What follows belongs to an exercise in optimizing a design on an open flow for small area; a production flow would make more cautious choices. Function was checked by simulation only, so behaviour that the tests miss may differ from the original.

==> flow/run.sh <==
#!/bin/bash
# synth_recipe.tcl (not shown) runs the flow's synth.tcl, then flattens the netlist and writes it again
# the make line also repeats each setting of config.mk as NAME=value (left out here)
make -C /OpenROAD-flow-scripts/flow DESIGN_CONFIG=/design/flow/config.mk WORK_HOME=/design/flow/orfs CLKGATE_MAP_FILE= SYNTH_SCRIPT=/design/flow/synth_recipe.tcl finish
==> flow/config.mk <==
export PLATFORM = sky130hd
export DESIGN_NAME = pdnn_update
export DESIGN_NICKNAME = pdnn_update
export VERILOG_FILES = /design/flow/design.v
export SDC_FILE = /design/flow/constraint.sdc
export NUM_CORES = 4
export LEC_CHECK = 0
export CAP_MARGIN = 20
export CORE_MARGIN = 2
export CORE_UTILIZATION = 40
export SLEW_MARGIN = 20
==> flow/constraint.sdc <==
create_clock -name core_clock -period 20.0 [get_ports {clk}]
set_input_delay 4.0000 -clock core_clock [delete_from_list [all_inputs] [get_ports {clk}]]
set_output_delay 4.0000 -clock core_clock [all_outputs]
set_load 0.01 [all_outputs]
==> flow/design.v <==
module mult_32x32 (a, b, c, clk, en, reset);
input  [31:0] a;
input  [31:0] b;
output [31:0] c;
input  clk;
input  en;
input  reset;
reg [31:0] c;
reg [61:0] temp;
reg        mark;
always @(posedge clk)
begin
  if (!reset) begin
    mark <= 1'b0;
    temp <= 62'd0;
    c    <= 32'd0;
  end else if (!en) begin
    if (a == 32'd0)
      mark <= 1'b0;
    else if (b == 32'd0)
      mark <= 1'b0;
    else
      mark <= a[31] ^ b[31];
    temp <= a[30:0] * b[30:0];
    c    <= {mark, temp[46:16]};
  end
end
endmodule
module Integrator (data_in, data_out, clk, en, reset);
input  [31:0] data_in;
output [31:0] data_out;
input  clk;
input  en;
input  reset;
reg [31:0] data_out;
reg        mark;
reg [30:0] temp;
always @(*)
begin
  if ((data_out[31] ^ data_in[31]) == 1'b0) begin
    mark = data_in[31];
    temp = data_in[30:0] + data_out[30:0];
  end else if (data_in[30:0] > data_out[30:0]) begin
    mark = data_in[31];
    temp = data_in[30:0] - data_out[30:0];
  end else if (data_in[30:0] < data_out[30:0]) begin
    mark = data_out[31];
    temp = data_out[30:0] - data_in[30:0];
  end else begin
    mark = 1'b0;
    temp = 31'd0;
  end
end
always @(posedge clk)
begin
  if (!reset)
    data_out <= 32'd0;
  else if (!en)
    data_out <= {mark, temp};
end
endmodule
module net_state_ctrl(clk,en,reset,en00,en01,en02,en03,en04,
							en05,en06,en07,en08,en09,en10,addder);
input clk,en,reset;
output en00,en01,en02,en03,en04,en05,en06,en07,en08,en09,en10;
output [6:0] addder;
reg [10:0] state;
reg [6:0] addder;
always @ (posedge clk)
begin
	if (!reset)
		addder<=0;
	else if (!en)
		begin
			if(addder==21)
				addder<=1;
			else
				addder<=addder+1'b1;
			end
	else addder<=0;
	end
assign {en00,en01,en02,en03,en04,en05,en06,en07,
		en08,en09,en10}=state;
always @ (addder)
begin
	case (addder)
	7'd1	:	state = 11'b011_111_111_11;
	7'd2, 7'd3	:	state = 11'b101_111_111_11;
	7'd4, 7'd5	:	state = 11'b110_111_111_11;
	7'd6, 7'd7	:	state = 11'b111_011_111_11;
	7'd8, 7'd9, 7'd10	:	state = 11'b111_101_111_11;
	7'd11	:	state = 11'b111_110_111_11;
	7'd12, 7'd13	:	state = 11'b111_111_011_11;
	7'd14, 7'd15	:	state = 11'b111_111_101_11;
	7'd16, 7'd17	:	state = 11'b111_111_110_11;
	7'd18, 7'd19	:	state = 11'b111_111_111_01;
	7'd20, 7'd21	:	state = 11'b111_111_111_10;
	default :	state = 11'b111_111_111_11;
	endcase
end
endmodule
module pdnn_update (clk, reset, en, h, g1, g2, g3, g4, x1, x2, u, v);
input clk;
input reset;
input en;
input  [31:0] h;
input  [31:0] g1, g2, g3, g4;
output [31:0] x1, x2, u, v;
wire en00, en01, en02, en03, en04, en05, en06, en07, en08, en09, en10;
wire [6:0] addder;
wire [31:0] z61, z62, z63, z64;
mult_32x32 m81 (.a(g1), .b(h), .c(z61), .clk(clk), .en(en10), .reset(reset));
mult_32x32 m82 (.a(g2), .b(h), .c(z62), .clk(clk), .en(en10), .reset(reset));
mult_32x32 m83 (.a(g3), .b(h), .c(z63), .clk(clk), .en(en10), .reset(reset));
mult_32x32 m84 (.a(g4), .b(h), .c(z64), .clk(clk), .en(en10), .reset(reset));
Integrator Integrator_1 (.data_in(z61), .data_out(x1), .en(en00), .clk(clk), .reset(reset));
Integrator Integrator_2 (.data_in(z62), .data_out(x2), .en(en00), .clk(clk), .reset(reset));
Integrator Integrator_3 (.data_in(z63), .data_out(u),  .en(en00), .clk(clk), .reset(reset));
Integrator Integrator_4 (.data_in(z64), .data_out(v),  .en(en00), .clk(clk), .reset(reset));
net_state_ctrl ctr1 (.clk(clk), .en(en), .reset(reset), .en00(en00),
	.en01(en01), .en02(en02), .en03(en03), .en04(en04),
	.en05(en05), .en06(en06), .en07(en07), .en08(en08),
	.en09(en09), .en10(en10), .addder(addder));
endmodule
==> out/results.ini, run 1 <==
[clocking]
cts_max_level = 2
clockRootBuffer = clkbuf_16
holdBufCountCts = 0
cts_buffers = 54
cts_tree = built
cts-resized-gates = 0
clk_pin_slew_ns = 0.06
post_cts_buffers = 0
numClockSinks = 391
clk_path_buf_depth = 3
clkLatencyLatePin_ns = 0.72

[min_path]
hold_end = m84.c[14]
hold_depth = 2
holdCritPathClass = reg -> reg
min_from = m84.temp[30]

[place]
io_buffers = 290
globalplace.congestion = 0.922
place_area_um2 = 142000
post-dp-hpwl_mm = 339

[worst_setup_path]
path_buf_inv = 6
cp-end-kind = register
worstPathArrival_ns = 12.84
crit_fanout = 39
crit_path_max_incr_delay_ns = 0.74
required_ns = 20.54
reg2reg_depth = 13
path_class = in -> reg
cp-start-kind = input port
cpMostUsedCell = fa_1
cpLargestDelayFamily = adder cells
critPathSlowestCell = buf_4
r2r_slack_ns = 14.94
reg2reg_to = Integrator_3.data_out[19]
reg2reg_from = Integrator_3.data_out[3]

[finish]
nets = 19608
final.fill_count = 34293
layout-drive-gt1-share_pct = 2.87
layout_commonest_cell = inv_1
layout_common_cells = inv_1 (3125), fa_1 (2948), nand2_1 (2351)
fin_area_um2 = 144000
area_growth_syn_to_layout_pct = 6.30

[grt]
grt_overflow_total = 0
grt_pass1_wl_mm = 699
grt_antenna_before_repair = 38
grt_pass1_vias = 112746
grt_max_degree = 173
track_usage_pct = 26.4

[timing]
period_minus_slack_ns = 12.29
rsz0062_at_grt = no
drv_slew = 0
relSlewSlack_pct = 24.5
worstMarginPinSlew_ns = 1.12
final_hold_viol_count = 0
finalCritPeriodShare_pct = 61.5
clock.fmax_mhz = 81.3
setup_violations = 0
setup-tns-final_ns = 0
skew_ns = 0.0518

[die]
fp.dieW_um = 587
initial_core_util_pct = 40.1
core_um2 = 339000
io_pins = 291
die_y_um = 587
num_rows = 214
dieArea_um2 = 344000

[synth]
synth_ff_type = dfxtp_1
synthCells = 15883
avgSynthCellArea_um2 = 8.56
ys_types = 84
synth_edf_count = 0
syn_area_um2 = 136000
ys_warn_count = 3
syn_nets = 20037
ys_seq_area_share_pct = 5.76
ys_seq_elements = 391
synth-async-reset-ratio_pct = 0

[routing]
vias_per_cell = 5.40
first_pass_iters = 7
wl_per_cell_um = 22.7
drtIter0Drc = 8943
drt-total-wl_mm = 454
antenna_left = 0
dr_total_vias = 108174
remaining_drc_errors = 0

[status]
status = no timing/DRC/antenna violations

[run]
maxCapViolations = 0

worst register-to-register path, cell delays in order (launching register included):
cell and delay (ns):
dfxtp_1 0.53, inv_1 0.08, ha_1 0.51, nand3_1 0.17, o211ai_1 0.34, a221oi_2 0.16
nor4b_1 0.74, o31a_1 0.34, a31oi_1 0.27, nor2_1 0.87, buf_4 0.37, a221o_1 0.18
a21oi_1 0.07, a221oi_1 0.29
metrics by stage:
step	setup WS (ns)	hold WS (ns)	utilization [%]	cells
6_report	7.71	0.411	42.6	20039
5_1_grt	7.40	0.442	42.6	20035
4_1_cts	7.86	0.399	42.6	20030
3_5_place_dp	7.14	0.442	42.0	19933
3_3_place_gp	7.19	0.435	42.0	19933
2_1_floorplan	8.18	0.415	-	15883
cell usage after synthesis, types with 42 or more instances:
cell | n | area, um2
a21o_1 | 170 | 1280
nand4_1 | 74 | 463
a31oi_1 | 50 | 313
a21oi_1 | 729 | 3650
a221oi_1 | 94 | 823
o21ai_0 | 340 | 1700
inv_1 | 3125 | 11700
nor2_1 | 363 | 1360
o21a_1 | 47 | 353
ha_1 | 1043 | 13100
a211oi_1 | 91 | 683
fa_1 | 2948 | 59000
o221ai_1 | 42 | 368
clkbuf_1 | 965 | 3620
a221o_1 | 47 | 470
dfxtp_1 | 391 | 7830
nand3_1 | 80 | 400
nor4_1 | 56 | 350
nand2_1 | 2353 | 8830
xor2_1 | 103 | 902
and2_1 | 1711 | 10700
nor3_1 | 104 | 521
o21bai_1 | 116 | 871
xnor2_1 | 273 | 2390
metal layers:
| layer | wire, um | global-route usage, % | part of all wire, % | up-vias |
|---|---|---|---|---|
| li1 | - | - | - | 47279 |
| met1 | 193000 | 36.5 | 42 | 55652 |
| met5 | 192 | 0 | 0.042 | - |
| met3 | 40700 | 5.00 | 9.0 | 751 |
| met4 | 16800 | 8.67 | 3.7 | 28 |
| met2 | 204000 | 41.8 | 45 | 4464 |
how the worst max path moves through the flow:
stage	cells after the start	from	end	slack (ns)
4_1_cts	28	h[23]	m81.temp[40]	7.86
5_1_grt	28	h[23]	m81.temp[40]	7.40
3_3_place_gp	28	h[23]	m81.temp[40]	7.19
3_5_place_dp	28	h[23]	m81.temp[40]	7.14
2_1_floorplan	30	h[4]	m84.temp[46]	8.18
6_report	28	h[23]	m81.temp[40]	7.71
cell type report:
cell class / instances / area (um2) / area share [%]
clock inverters: 28 / 435 / 0.301
multi-input cells: 11349 / 113000 / 77.9
flip-flops and latches: 391 / 7830 / 5.42
repair buffers: 526 / 4640 / 3.21
well taps: 4536 / 5680 / 3.93
diodes: 8 / 20.0 / 0.0139
inverters: 3132 / 11800 / 8.14
clock buffers: 69 / 1500 / 1.04
flip-flops by register name, summed over array words and instances, names as in the netlist, 7 cells and up:
name                   count
m82.temp                  31
Integrator_2.data_out     32
m82.c                     32
m83.c                     32
m83.temp                  31
m84.c                     32
ctr1.addder                7
Integrator_4.data_out     32
Integrator_3.data_out     32
Integrator_1.data_out     32
m81.temp                  31
m81.c                     32
m84.temp                  31
cell families (layout without fill, tap and decap cells):
logic type	after synthesis	count (layout)	share of synthesized area, %
AND/OR/NAND/NOR	4931	4931	17.6
multiplexers	6	6	0.0442
adder cells (fa/ha/maj)	3991	3991	53.0
other	0	8	0
XOR/XNOR	376	376	2.42
flip-flops	391	391	5.76
buffers and inverters	4143	3755	11.5
AO/OA/AOI/OAI	2045	2045	9.68
==> run 2, diff against run 1 <==
==> flow/design.v (replaced) <==
module mult_32x32 (a, b, c);
input  [31:0] a;
input  [31:0] b;
output [31:0] c;
wire [46:0] p = a[30:0] * b[30:0];
wire mark = (a == 32'd0 || b == 32'd0) ? 1'b0 : (a[31] ^ b[31]);
assign c = {mark, p[46:16]};
endmodule
module Integrator (c, acc, y);
input  [31:0] c;
input  [31:0] acc;
output [31:0] y;
wire        sub = c[31] ^ acc[31];
wire [31:0] s   = {1'b0, c[30:0]} + {1'b0, acc[30:0] ^ {31{sub}}};
wire [30:0] inc = s[30:0] + 31'd1;
wire        eq  = sub & (&s[30:0]);
assign y = !sub  ? {c[31], s[30:0]} :
           s[31] ? {c[31], inc} :
                   {acc[31] & ~eq, ~s[30:0]};
endmodule
module net_state_ctrl (clk, en, reset, cnt);
input clk, en, reset;
output reg [6:0] cnt;
always @(posedge clk)
begin
  if (!reset)
    cnt <= 7'd0;
  else if (en)
    cnt <= 7'd0;
  else if (cnt == 7'd21)
    cnt <= 7'd1;
  else
    cnt <= cnt + 7'd1;
end
endmodule
module pdnn_update (clk, reset, en, h, g1, g2, g3, g4, x1, x2, u, v);
input clk;
input reset;
input en;
input  [31:0] h;
input  [31:0] g1, g2, g3, g4;
output [31:0] x1, x2, u, v;
localparam IDLE = 4'd0, A1 = 4'd1, A2 = 4'd2, A3 = 4'd3,
           B1 = 4'd4, B2 = 4'd5, B3 = 4'd6, B4 = 4'd7, B5 = 4'd8, B6 = 4'd9;
wire [6:0] cnt;
net_state_ctrl ctr1 (.clk(clk), .en(en), .reset(reset), .cnt(cnt));
wire e20 = (cnt == 7'd20);
wire e21 = (cnt == 7'd21);
wire e01 = (cnt == 7'd1);
reg [3:0]  ph;
reg [31:0] t1, t2, t3, t4, c1, c2, c3, c4, ht, hc;
reg [31:0] a1, a2, a3, a4;
reg        pend4;
reg [31:0] ma, mb;
always @(*)
begin
  ma = t1;
  mb = ht;
  case (ph)
    A1: ma = t2;
    A2: ma = t3;
    A3: ma = t4;
    B1: begin ma = c3; mb = hc; end
    B2: begin ma = c4; mb = hc; end
    B3: ma = t1;
    B4: ma = t2;
    B5: ma = t3;
    B6: ma = t4;
    default: begin ma = g1; mb = h; end
  endcase
end
wire [31:0] mp;
mult_32x32 m81 (.a(ma), .b(mb), .c(mp));
wire [31:0] c3s = (ph == B1) ? mp : c3;
wire [31:0] c4s = (ph == B2) ? mp : c4;
wire [31:0] s1, s2, s3, s4;
Integrator Integrator_1 (.c(c1),  .acc(a1), .y(s1));
Integrator Integrator_2 (.c(c2),  .acc(a2), .y(s2));
Integrator Integrator_3 (.c(c3s), .acc(a3), .y(s3));
Integrator Integrator_4 (.c(c4s), .acc(a4), .y(s4));
assign x1 = a1;
assign x2 = a2;
assign u  = a3;
assign v  = pend4 ? s4 : a4;
always @(posedge clk)
begin
  if (!reset) begin
    ph <= IDLE;
    t1 <= 32'd0; t2 <= 32'd0; t3 <= 32'd0; t4 <= 32'd0;
    c1 <= 32'd0; c2 <= 32'd0; c3 <= 32'd0; c4 <= 32'd0;
    ht <= 32'd0; hc <= 32'd0;
    a1 <= 32'd0; a2 <= 32'd0; a3 <= 32'd0; a4 <= 32'd0;
    pend4 <= 1'b0;
  end else begin
    if (e01) begin
      a1 <= s1; a2 <= s2; a3 <= s3;
    end
    pend4 <= e01;
    if (pend4)
      a4 <= s4;
    if (e20) begin
      c1 <= t1; c2 <= t2; c3 <= t3; c4 <= t4;
      t1 <= mp; t2 <= g2; t3 <= g3; t4 <= g4; ht <= h;
      ph <= A1;
    end else if (e21) begin
      c1 <= t1; c2 <= mp; c3 <= t3; c4 <= t4; hc <= ht;
      t1 <= g1; t2 <= g2; t3 <= g3; t4 <= g4; ht <= h;
      ph <= B1;
    end else begin
      case (ph)
        A1: begin t2 <= mp; ph <= A2; end
        A2: begin t3 <= mp; ph <= A3; end
        A3: begin t4 <= mp; ph <= IDLE; end
        B1: begin c3 <= mp; ph <= B2; end
        B2: begin c4 <= mp; ph <= B3; end
        B3: begin t1 <= mp; ph <= B4; end
        B4: begin t2 <= mp; ph <= B5; end
        B5: begin t3 <= mp; ph <= B6; end
        B6: begin t4 <= mp; ph <= IDLE; end
        default: ph <= IDLE;
      endcase
    end
  end
end
endmodule
==> run 2 against run 1 <==
Against the previous run: cell count down 52%; design area down 54%; critical path type is now in -> out; clock skew up 0.019 ns; register-to-register slack worse by 10 ns; count of clock-buffer cells in the layout up 9; first-iteration DRC count down 34%; maximum frequency down 38%.
==> out/results.ini, run 2 <==
[worst_setup_path]
r2r_slack_ns = 4.76
cpMostUsedCell = fa_1
cp-start-kind = input port
crit_fanout = 12
worstPathArrival_ns = 15.73
required_ns = 16.00
path_class = in -> out
cp-end-kind = output pin
critPathSlowestCell = a2111o_2
crit_path_max_incr_delay_ns = 0.63

[place]
place_area_um2 = 64400
post-dp-hpwl_mm = 194
io_buffers = 290
post-place-ws_ns = -0.335
globalplace.congestion = 1.04
dp_cells = 9408

[die]
core_um2 = 141000
initial_core_util_pct = 40.3
io_pins = 291
dieArea_um2 = 146000
num_rows = 138
fp.dieW_um = 381
die_y_um = 381

[grt]
grt_antenna_before_repair = 35
grt_overflow_total = 0
grt_pass1_vias = 53215
grt_pass1_wl_mm = 355
track_usage_pct = 32.7
grt_max_degree = 97

[clocking]
cts_buffers = 55
numClockSinks = 460
clk_pin_slew_ns = 0.07
cts_tree = built
clkLatencyLatePin_ns = 0.68
clk_path_buf_depth = 3
cts_max_level = 2
clockRootBuffer = clkbuf_16

[min_path]
holdCritPathClass = reg -> reg

[finish]
layout_commonest_cell = nand2_1
fin_area_um2 = 67000
area_growth_syn_to_layout_pct = 17.5
fin_cells = 9536
layout-drive-gt1-share_pct = 9.58
finish.utilization_pct = 47.4
layout_common_cells = nand2_1 (1147), nor2_1 (798), inv_1 (778)
nets = 8790

[synth]
synth_top_area_share_pct = 25.9
ys_warn_count = 2
avgSynthCellArea_um2 = 7.89
synth-async-reset-ratio_pct = 0
synth.most_common_cell = nand2_1
synthCells = 7224
syn_area_um2 = 57000
synth_ff_type = dfxtp_1
ys_seq_elements = 460
ys_seq_area_share_pct = 16.2
yosys.area.top_type = fa_1
ys_types = 116
yosys-top-cells-count = nand2_1 (1153), nor2_1 (804), inv_1 (779), fa_1 (738), a21oi_1 (490)
synth_area_leaders = fa_1 (26%), dfxtp_1 (16%), nand2_1 (7.6%)
synth_edf_count = 0
syn_nets = 8425

[timing]
skew_ns = 0.0707
worstMarginPinSlew_ns = 1.15
rsz0062_at_grt = yes
relSlewSlack_pct = 23.3
hold_ws_ns = 0.432
period_minus_slack_ns = 19.73
finalWorstSetupSlack_ns = 0.268
setup-tns-final_ns = 0
drv_slew = 0
final_hold_viol_count = 0
finalCritPeriodShare_pct = 98.7
clock.fmax_mhz = 50.7
setup_violations = 0

[run]
maxCapViolations = 0

[routing]
antenna_left = 0
vias_per_cell = 5.76
remaining_drc_errors = 0
dr_total_vias = 54915
drt-total-wl_mm = 244
drtIter0Drc = 5895
wl_per_cell_um = 25.5
first_pass_iters = 6

[status]
status = no timing/DRC/antenna violations

[run 2: cell types whose count changed after synthesis, sizes merged, moves of 51 or more]
| cell | before | now |
|---|---|---|
| o21ai | 349 | 425 |
| fa | 2948 | 738 |
| a21oi | 729 | 492 |
| a221oi | 96 | 33 |
| a21o | 170 | 80 |
| o211ai | 41 | 92 |
| and2 | 1711 | 105 |
| dfxtp | 391 | 460 |
| nor2 | 363 | 805 |
| o21bai | 116 | 18 |
| inv | 3127 | 781 |
| nand2 | 2353 | 1155 |
| ha | 1043 | 300 |
| clkbuf | 965 | 363 |
[run 2: layout make-up]
class / instances / area, um2
multi-input cells: 5536 / 43600
inverters: 783 / 2950
repair buffers: 753 / 6850
clock buffers: 78 / 1610
diodes: 12 / 30.0
flip-flops and latches: 460 / 9220
clock inverters: 24 / 384
well taps: 1890 / 2360
fillers: 13895 / 74400
[run 2: critical path: cells and delay by family]
| family | cells | cell delay (ns) |
|---|---|---|
| fa+ha+maj | 10 | 4.78 |
| compound gates | 16 | 3.49 |
| buf+inv | 10 | 2.22 |
| simple gates | 8 | 0.88 |
| xor+xnor | 1 | 0.31 |
[run 2: path summary, 6_finish.rpt]
kind,from,endpoint,cells past startpoint
worst min-delay path,ht[3],hc[3],2
worst min register to register,ht[3],hc[3],2
worst max-delay path,g1[25],v[29],45
worst max register to register,ph[2],a3[28],47
[run 2: what timing repair did]
| action | 4_1_cts | 5_1_grt |
|---|---|---|
| pin swaps | 4 | 27 |
| setup endpoints to repair | 31 | 31 |
| resized for setup | 21 | 89 |
| cloned | 0 | 1 |
| buffers inserted | 1 | 12 |
| hold buffers | 0 | 0 |
| hold endpoints to repair | 0 | 0 |
[run 2: kinds of logic after synthesis]
logic type	share of synthesized area, %
AND/OR/NAND/NOR	19.3
AO/OA/AOI/OAI	16.7
buffers and inverters	8.39
adder cells (fa/ha/maj)	32.5
flip-flops	16.2
XOR/XNOR	6.20
multiplexers	0.773
[run 2: per-layer routing]
layer / GRT usage [%] / vias up / routed length, um
met5: 0 / - / 259
met2: 49.1 / 2822 / 104000
li1: - / 24372 / -
met1: 44.9 / 27141 / 99900
met4: 14.1 / 38 / 12600
met3: 7.55 / 542 / 26600

-- separate check: timing with driven ports --
In the flow no input, the clock included, has a driving cell. The finished layouts below were timed again as built, in two steps. Step 1 (the two cells are an assumption about what drives the block):
set clk [get_ports {clk}]
set_driving_cell -lib_cell sky130_fd_sc_hd__clkbuf_16 $clk
set_driving_cell -lib_cell sky130_fd_sc_hd__buf_2 [delete_from_list [all_inputs] $clk]
Step 2 adds t to the input delays and takes it off the output delays; t is the mean of the earliest and latest rising clock arrival at the registers after step 1. Input paths then give back, and output paths get back, about the clock's delay inside the block. a / b / c = no drivers / after step 1 / after step 2; a / b = the first two.
run | t (ns) | setup slack, ns | worst setup path after step 2 | clock arrival spread, ns | worst register clock-pin slew, ns
run 1 | 0.779 | 7.705 / 7.760 / 6.981 | input to register | 0.057 / 0.058 | 0.07 / 0.07
run 2 | 0.707 | 0.268 / 0.196 / 0.196 | input to output | 0.071 / 0.071 | 0.08 / 0.08
After both steps every run listed still meets setup and hold. The setup slack of run 1, which loses most, moves by +0.055 ns with the drivers and by -0.724 ns with both steps.
